Context: an optimization exercise on an open-source flow, tuned for small area and a short achievable clock period. The choices shown serve that exercise and are no tape-out recipe.
RTL that was checked went through simulation tests only; none was proved equivalent to the original.

==> trial 73: inputs <==
Design lab2_pipe, start of the top module:
module lab2_pipe (
    input clk,
    input rst,
    input start,
    input [31:0] x,
    output reg rdy,
    output [31:0] y
);
clock: 15.0 ns
lec_check: 0
cap_margin: 20
core_margin: 2
core_utilization: 60
cts_cluster_diameter: 80
cts_cluster_size: 22
place_density: 0.75
slew_margin: 75
synth_hierarchical: 1
standard.sh (not shown) runs the stock make flow with config.mk's settings and CLKGATE_MAP_FILE= SYNTH_SCRIPT=/design/flow/synth_recipe.tcl, a recipe that flattens the netlist after the stock synthesis.
==> flow/flow/run.sh <==
#!/bin/bash
set -euo pipefail
export BUFFER_PORTS_ARGS="-buffer_cell sky130_fd_sc_hd__buf_2"
bash standard.sh > standard_flow.log 2>&1
==> build 31: changes against trial 73 <==
CORE_UTILIZATION = 40   (was 60)
CTS_BUF_LIST = sky130_fd_sc_hd__clkbuf_8   (was not set)
CTS_CLUSTER_DIAMETER = 60   (was 80)
CTS_CLUSTER_SIZE = 16   (was 22)
PLACE_DENSITY = 0.6   (was 0.75)
==> summary.txt <==
Trial 73 ran to the end with no violations. Build 31 completed with no timing, DRC or antenna violations.
Via count: build 31 is lower than trial 73 (3.0%).
First-iteration DRC count: trial 73 is larger than build 31 (about 20%).
In build 31 the worst setup slack is worse than in trial 73, by 17 ps.
Between trial 73 and build 31, the lower cell area is in trial 73 (gap 0.76%, measured against build 31).
Of trial 73 and build 31, trial 73 has the higher wire length (gap about 0.6%, measured against build 31).
In area after synthesis, build 31 and trial 73 do not differ.
Fmax: build 31 is lower than trial 73 (0.41%).
In flip-flop and latch count, trial 73 and build 31 do not differ.
Register-to-register slack: trial 73 is higher than build 31 (20 ps).
==> figures <==
|  | build 31 | trial 73 |
|---|---|---|
| Result of the run | finished clean | finished clean |
| Detail Route met3 WL | 5310 um | 7550 um |
| Minimum setup slack after placement | 10710 ps | 10830 ps |
| Reg2reg end | r4_cs[84] | r4_cs[94] |
| Initial DRC Count | 1403 | 1680 |
| RePlAce Congestion | 0.850 | 0.902 |
| CP Data Required Time | 15510 ps | 15440 ps |
| Endpoint, Worst Hold | r3_x[20] | r3_x[11] |
| Fill cells | 7072 | 3775 |
| Site Rows | 100 | 82 |
| Met3 track demand over resource | 3.59% | 6.49% |
| Post-Place Cell Area | 32000 um^2 | 31700 um^2 |
| DR vias | 20400 | 21000 |
| All-layer global routing usage | 20.4% | 30.3% |
| Die area | 78000 um^2 | 52300 um^2 |
| Clock latency at the later pin of the worst-skew pair | 670 ps | 570 ps |
| Routed met1 length | 31100 um | 27800 um |
| Register-to-Register Path Depth | 14 | 16 |
| CP Depth | 14 | 16 |
Function was not checked in any run of this note: the RTL went through the layout flow alone.

* * *

==> inputs of run E <==
Another version of the RTL of lab2_pipe (not shown whole).
clock: 15.0 ns
lec_check: 0
cap_margin: 20
core_margin: 2
core_utilization: 40
cts_cluster_diameter: 60
cts_cluster_size: 30
place_density: 0.6
slew_margin: 75
synth_hierarchical: 1
Scripts as last shown in full above: flow/flow/run.sh
==> run B: changes against run E <==
CORE_UTILIZATION = 60   (was 40)
CTS_CLUSTER_DIAMETER = 80   (was 60)
CTS_CLUSTER_SIZE = 22   (was 30)
PLACE_DENSITY = 0.75   (was 0.6)
==> qor summary <==
                                                                            run E                    run B
Result of the run                                         complete, no violations  complete, no violations
Met1 demand-to-capacity share in global routing                             27.9%                    37.3%
Highest Clock Rate                                                        233 MHz                  225 MHz
Non-clock buffer count in the final layout                                    113                       99
Hold Startpoint                                                          r2_x[14]                 r2_x[19]
Launching element of the worst setup path                              r2_x2l[21]                r2_x2l[0]
M3 GR Usage                                                                 3.79%                    6.04%
Total routed wire length on the met1 layer                                32.8 mm                  26.6 mm
Routed wire length                                                        77.8 mm                  75.7 mm
Die area                                                              77200 sq um              51800 sq um
Share of the final layout cell area in multi-input gates                    68.8%                    70.7%

* * *

==> wip/ember <==
lab2_pipe, a different RTL version from the one above (not shown whole).
==> flow/design.v (excerpt) <==
module lab2_pipe (
    input clk,
    input rst,
    input start,
    input [31:0] x,
    output reg rdy,
    output [31:0] y
);
reg rdy1, rdy2;
always @(posedge clk) begin
    if (rst) begin
        rdy1 <= 1'b0;
        rdy2 <= 1'b0;
        rdy  <= 1'b1;
    end else begin
        if (start) rdy1 <= 1'b1;
        rdy2 <= rdy1;
        rdy  <= rdy2;
    end
end
reg [3:0] v;
always @(posedge clk) v <= rst ? 4'b0 : {v[2:0], 1'b1};
reg [31:0] r1_x;
reg [31:0] r2_x;
reg [19:0] r2_x2l;
reg [23:0] r2_x2h;
reg [31:0] r3_x;
reg [30:0] r3_x2;
reg [17:0] r3_x4l;
reg [30:0] r3_x4h;
reg [94:0] r4_cs;
wire p1 = ~(r1_x[1] & ~r1_x[0]);
wire p2 = ~(r1_x[1] & r1_x[0]);
wire p3 = ~(r1_x[2] & ~r1_x[1]);
wire p4 = ~(r1_x[2] & r1_x[1]);
wire p5 = ~(r1_x[3] & ~r1_x[2]);
wire p6 = ~(r1_x[3] & r1_x[2]);
wire p7 = ~(r1_x[4] & ~r1_x[3]);
wire p8 = ~(r1_x[4] & r1_x[3]);
wire p9 = ~(r1_x[5] & ~r1_x[4]);
wire p10 = ~(r1_x[5] & r1_x[4]);
wire p11 = ~(r1_x[6] & ~r1_x[5]);
wire p12 = ~(r1_x[6] & r1_x[5]);
wire p13 = ~(r1_x[7] & ~r1_x[6]);
wire p14 = ~(r1_x[7] & r1_x[6]);
wire p15 = ~(r1_x[8] & ~r1_x[7]);
wire p16 = ~(r1_x[8] & r1_x[7]);
wire p17 = ~(r1_x[9] & ~r1_x[8]);
wire p18 = ~(r1_x[9] & r1_x[8]);
wire p19 = ~(r1_x[10] & ~r1_x[9]);
wire p20 = ~(r1_x[10] & r1_x[9]);
wire p21 = ~(r1_x[11] & ~r1_x[10]);
wire p22 = ~(r1_x[11] & r1_x[10]);
wire p23 = ~(r1_x[12] & ~r1_x[11]);
wire p24 = ~(r1_x[12] & r1_x[11]);
wire p25 = ~(r1_x[13] & ~r1_x[12]);
wire p26 = ~(r1_x[13] & r1_x[12]);
wire p27 = ~(r1_x[14] & ~r1_x[13]);
wire p28 = ~(r1_x[14] & r1_x[13]);
wire p29 = ~(r1_x[15] & ~r1_x[14]);
wire p30 = ~(r1_x[15] & r1_x[14]);
wire p31 = ~(r1_x[0] & r1_x[2]);
wire p32 = ~(r1_x[0] & r1_x[3]);
wire p33 = ~(r1_x[0] & r1_x[4]);
wire p34 = ~(r1_x[0] & r1_x[5]);
wire p35 = ~(r1_x[0] & r1_x[6]);
wire p36 = ~(r1_x[0] & r1_x[7]);
wire p37 = ~(r1_x[0] & r1_x[8]);
wire p38 = ~(r1_x[0] & r1_x[9]);
wire p39 = ~(r1_x[0] & r1_x[10]);
  ...
clock: 15.0 ns
lec_check: 0
cap_margin: 20
core_margin: 2
core_utilization: 40
cts_cluster_diameter: 50
cts_cluster_size: 40
place_density: 0.6
slew_margin: 75
synth_hierarchical: 1
Scripts as last shown in full above: flow/flow/run.sh
==> wip/tundra (differences from wip/ember) <==
--- a/flow/design.v
+++ b/flow/design.v
@@ -728,16 +728,14 @@
 wire i488 = ~c285;
 wire i489 = ~s296;
 wire i490 = ~c297;
 wire i491 = ~s310;
 wire i492 = ~c311;
 wire i493 = ~s326;
-wire [21:0] x2_lo_c = {{1'b1, i493, i492, s309, i490, i489, i488, c279, i486, i485, i484, s265, i482, s259, i480, p60, p3, p2, p1, 1'b1, i478}, 1'b1} + {{1'b1, c318, s318, i491, s303, c290, s290, i487, s279, c270, s270, i483, s263, i481, s258, i479, p32, p31, 1'b1, 1'b1, 1'b1}, 1'b1};
-wire [20:0] x2_lo = ~x2_lo_c[21:1];
-wire [12:0] x2_hi_c = {{r2_x2h[22], r2_x2h[20], r2_x2h[18], r2_x2h[16], ~r2_x2h[14], r2_x2h[12], r2_x2h[10], r2_x2h[8], ~r2_x2h[6], r2_x2h[4], r2_x2h[2], r2_x2h[0]}, 1'b1} + {{~r2_x2h[23], ~r2_x2h[21], ~r2_x2h[19], ~r2_x2h[17], r2_x2h[15], ~r2_x2h[13], ~r2_x2h[11], ~r2_x2h[9], r2_x2h[7], ~r2_x2h[5], ~r2_x2h[3], ~r2_x2h[1]}, {r2_x2l[19]}};
-wire [11:0] x2_hi = x2_hi_c[12:1];
+wire [20:0] x2_lo = ~({1'b1, i493, i492, s309, i490, i489, i488, c279, i486, i485, i484, s265, i482, s259, i480, p60, p3, p2, p1, 1'b1, i478} + {1'b1, c318, s318, i491, s303, c290, s290, i487, s279, c270, s270, i483, s263, i481, s258, i479, p32, p31, 1'b1, 1'b1, 1'b1} + 1'b1);
+wire [11:0] x2_hi = {r2_x2h[22], r2_x2h[20], r2_x2h[18], r2_x2h[16], ~r2_x2h[14], r2_x2h[12], r2_x2h[10], r2_x2h[8], ~r2_x2h[6], r2_x2h[4], r2_x2h[2], r2_x2h[0]} + {~r2_x2h[23], ~r2_x2h[21], ~r2_x2h[19], ~r2_x2h[17], r2_x2h[15], ~r2_x2h[13], ~r2_x2h[11], ~r2_x2h[9], r2_x2h[7], ~r2_x2h[5], ~r2_x2h[3], ~r2_x2h[1]} + {r2_x2l[19]};
 wire p494 = ~(r2_x2l[2] & r2_x2l[1]);
 wire p495 = ~(r2_x2l[2] & ~r2_x2l[1]);
 wire p496 = ~(r2_x2l[3] & ~r2_x2l[2]);
 wire p497 = ~(r2_x2l[3] & r2_x2l[2]);
 wire p498 = ~(r2_x2l[4] & ~r2_x2l[3]);
 wire p499 = ~(r2_x2l[4] & r2_x2l[3]);
@@ -1324,14 +1322,13 @@
 wire i908 = ~c737;
 wire i909 = ~s746;
 wire i910 = ~c747;
 wire i911 = ~s758;
 wire i912 = ~c759;
 wire i913 = ~s772;
-wire [21:0] x4_lo_c = {{1'b1, s771, i912, i911, i910, c741, i908, i907, i906, s727, i904, s721, i902, p549, p494, p522, r2_x2l[1], p520, 1'b1, 1'b1, i900}, 1'b1} + {{1'b1, i913, s765, c752, s752, i909, s741, c732, s732, i905, s725, i903, s720, i901, p523, 1'b1, p521, 1'b1, 1'b1, 1'b1, 1'b1}, 1'b1};
-wire [20:0] x4_lo = ~x4_lo_c[21:1];
+wire [20:0] x4_lo = ~({1'b1, s771, i912, i911, i910, c741, i908, i907, i906, s727, i904, s721, i902, p549, p494, p522, r2_x2l[1], p520, 1'b1, 1'b1, i900} + {1'b1, i913, s765, c752, s752, i909, s741, c732, s732, i905, s725, i903, s720, i901, p523, 1'b1, p521, 1'b1, 1'b1, 1'b1, 1'b1} + 1'b1);
 wire s914, c914;
 lab2_fa u914 (.a(r3_x4h[12]), .b(r3_x4h[13]), .c(r3_x4h[14]), .s(s914), .co(c914));
 wire s915 = r3_x4h[16] ^ r3_x4h[17];
 wire c916;
 lab2_nor u916 (.a(r3_x4h[16]), .b(r3_x4h[17]), .y(c916));
 wire s917, c917;
@@ -1346,14 +1343,13 @@
 wire s922, c922;
 lab2_fa u922 (.a(r3_x4h[28]), .b(c918), .c(s921), .s(s922), .co(c922));
 wire s923;
 lab2_x2 u923 (.a(r3_x4h[29]), .b(r3_x4h[30]), .y(s923));
 wire s924;
 lab2_x2 u924 (.a(s923), .b(c921), .y(s924));
-wire [12:0] x4_hi_c = {{s924, c920, ~s918, c916, s915, r3_x4h[15], ~r3_x4h[10], r3_x4h[8], r3_x4h[6], r3_x4h[4], r3_x4h[2], r3_x4h[0]}, 1'b1} + {{~c922, ~s922, s919, ~s917, ~c914, ~s914, r3_x4h[11], ~r3_x4h[9], ~r3_x4h[7], ~r3_x4h[5], ~r3_x4h[3], ~r3_x4h[1]}, {r3_x4l[17]}};
-wire [11:0] x4_hi = x4_hi_c[12:1];
+wire [11:0] x4_hi = {s924, c920, ~s918, c916, s915, r3_x4h[15], ~r3_x4h[10], r3_x4h[8], r3_x4h[6], r3_x4h[4], r3_x4h[2], r3_x4h[0]} + {~c922, ~s922, s919, ~s917, ~c914, ~s914, r3_x4h[11], ~r3_x4h[9], ~r3_x4h[7], ~r3_x4h[5], ~r3_x4h[3], ~r3_x4h[1]} + {r3_x4l[17]};
 wire p925 = ~(r3_x4l[0] & r3_x[0]);
 wire p926 = ~(r3_x4l[0] & r3_x[1]);
 wire p927 = ~(r3_x4l[0] & r3_x[2]);
 wire p928 = ~(r3_x4l[0] & r3_x[3]);
 wire p929 = ~(r3_x4l[0] & r3_x[4]);
 wire p930 = ~(r3_x4l[0] & r3_x[5]);
@@ -2722,14 +2718,13 @@
 wire i1860 = ~c1820;
 wire i1861 = ~s1824;
 wire i1862 = ~c1825;
 wire i1863 = ~s1830;
 wire i1864 = ~s1837;
 wire i1865 = ~c1831;
-wire [32:0] y_s_c = {{i1864, i1862, i1860, s1817, i1858, i1856, i1854, i1852, s1794, s1790, i1851, s1784, i1850, s1777, i1848, i1846, i1844, i1842, r4_cs[25], i1840, r4_cs[21], r4_cs[19], r4_cs[17], r4_cs[15], r4_cs[13], r4_cs[11], r4_cs[9], r4_cs[7], r4_cs[5], i1838, r4_cs[2], r4_cs[0]}, 1'b1} + {{i1865, i1863, i1861, s1818, i1859, i1857, i1855, i1853, s1795, c1788, s1788, c1782, s1782, s1778, i1849, i1847, i1845, i1843, r4_cs[26], i1841, r4_cs[22], r4_cs[20], r4_cs[18], r4_cs[16], r4_cs[14], r4_cs[12], r4_cs[10], i1839, r4_cs[6], r4_cs[4], 1'b1, r4_cs[1]}, 1'b1};
-wire [31:0] y_s = ~y_s_c[32:1];
+wire [31:0] y_s = ~({i1864, i1862, i1860, s1817, i1858, i1856, i1854, i1852, s1794, s1790, i1851, s1784, i1850, s1777, i1848, i1846, i1844, i1842, r4_cs[25], i1840, r4_cs[21], r4_cs[19], r4_cs[17], r4_cs[15], r4_cs[13], r4_cs[11], r4_cs[9], r4_cs[7], r4_cs[5], i1838, r4_cs[2], r4_cs[0]} + {i1865, i1863, i1861, s1818, i1859, i1857, i1855, i1853, s1795, c1788, s1788, c1782, s1782, s1778, i1849, i1847, i1845, i1843, r4_cs[26], i1841, r4_cs[22], r4_cs[20], r4_cs[18], r4_cs[16], r4_cs[14], r4_cs[12], r4_cs[10], i1839, r4_cs[6], r4_cs[4], 1'b1, r4_cs[1]} + 1'b1);
 always @(posedge clk) begin
     r1_x <= {x[31], x[30], x[29], x[28], x[27], x[26], x[25], x[24], x[23], x[22], x[21], x[20], x[19], x[18], x[17], x[16], x[15], x[14], x[13], x[12], x[11], x[10], x[9], x[8], x[7], x[6], x[5], x[4], x[3], x[2], x[1], x[0]};
     r2_x <= {r1_x[31], r1_x[30], r1_x[29], r1_x[28], r1_x[27], r1_x[26], r1_x[25], r1_x[24], r1_x[23], r1_x[22], r1_x[21], r1_x[20], r1_x[19], r1_x[18], r1_x[17], r1_x[16], r1_x[15], r1_x[14], r1_x[13], r1_x[12], r1_x[11], r1_x[10], r1_x[9], r1_x[8], r1_x[7], r1_x[6], r1_x[5], r1_x[4], r1_x[3], r1_x[2], r1_x[1], r1_x[0]};
     r2_x2l <= {x2_lo[20], x2_lo[19], x2_lo[18], x2_lo[17], x2_lo[16], x2_lo[15], x2_lo[14], x2_lo[13], x2_lo[12], x2_lo[11], x2_lo[10], x2_lo[9], x2_lo[8], x2_lo[7], x2_lo[6], x2_lo[5], x2_lo[4], x2_lo[3], p1, r1_x[0]};
     r2_x2h <= {c450, s477, s450, c437, c423, s436, s423, c411, s410, c398, s398, c387, c375, s386, s375, c365, s364, c354, s354, c345, c335, s344, s335, c327};
     r3_x <= {r2_x[31], r2_x[30], r2_x[29], r2_x[28], r2_x[27], r2_x[26], r2_x[25], r2_x[24], r2_x[23], r2_x[22], r2_x[21], r2_x[20], r2_x[19], r2_x[18], r2_x[17], r2_x[16], r2_x[15], r2_x[14], r2_x[13], r2_x[12], r2_x[11], r2_x[10], r2_x[9], r2_x[8], r2_x[7], r2_x[6], r2_x[5], r2_x[4], r2_x[3], r2_x[2], r2_x[1], r2_x[0]};
- CTS_BUF_LIST: unset -> sky130_fd_sc_hd__clkbuf_8
- CTS_CLUSTER_DIAMETER: 50 -> 60
- CTS_CLUSTER_SIZE: 40 -> 16
==> wip/raven (differences from wip/ember) <==
- CTS_BUF_LIST: unset -> sky130_fd_sc_hd__clkbuf_8
- CTS_CLUSTER_DIAMETER: 50 -> 60
- CTS_CLUSTER_SIZE: 40 -> 16
==> summary of the runs <==
Of wip/raven and wip/ember, wip/ember has the higher first-iteration DRC count (gap about 4%, measured against wip/ember).
The highest global-route usage belongs to wip/tundra, the lowest to wip/raven.
Non-clock buffer count: wip/ember is higher than wip/raven (1).
Register-to-register slack: wip/tundra is higher than wip/raven (70 ps).
Between wip/tundra and wip/raven, the lower cell area is in wip/raven (gap about 0.64%, measured against wip/raven).
Clock skew, lowest first: wip/ember, wip/tundra, wip/raven.
The highest via count belongs to wip/tundra, the lowest to wip/raven.
The RTL of wip/ember and wip/raven was laid out without a check of its function.

re-timing with driven ports:
No port has a modelled driver above. Below, the same layouts with a new extraction and two added sets of constraints. Step 1 (the two cells are an assumption about what drives the block):
set clk [get_ports {clk}]
set_driving_cell -lib_cell sky130_fd_sc_hd__clkbuf_16 $clk
set_driving_cell -lib_cell sky130_fd_sc_hd__buf_2 [delete_from_list [all_inputs] $clk]
Step 2, shift: input delay + t, output delay - t, t = (earliest + latest rising clock arrival at the registers) / 2. This alone moves slack from input paths to output paths. Three values: no drivers, after step 1, after step 2; two values: the first two.
run | shift t [ns] | setup slack, ns | slew at the worst register clock pin (ns)
trial 73 | 0.611 | 10.713 / 10.713 / 10.713 | 0.09 / 0.09
build 31 | 0.704 | 10.695 / 10.695 / 10.695 | 0.10 / 0.10
run E | 0.629 | 10.703 / 10.703 / 10.703 | 0.10 / 0.10
run B | 0.617 | 10.560 / 10.560 / 10.560 | 0.09 / 0.09
wip/ember | 0.653 | 10.904 / 10.872 / 10.853 | 0.07 / 0.07
wip/tundra | 0.674 | 10.877 / 10.818 / 10.971 | 0.10 / 0.10
wip/raven | 0.696 | 10.852 / 10.791 / 10.889 | 0.10 / 0.10
After both steps setup and hold are still met in every run listed. The setup slack of wip/ember, which loses most, moves by -0.032 ns with the drivers and by -0.051 ns with both steps.
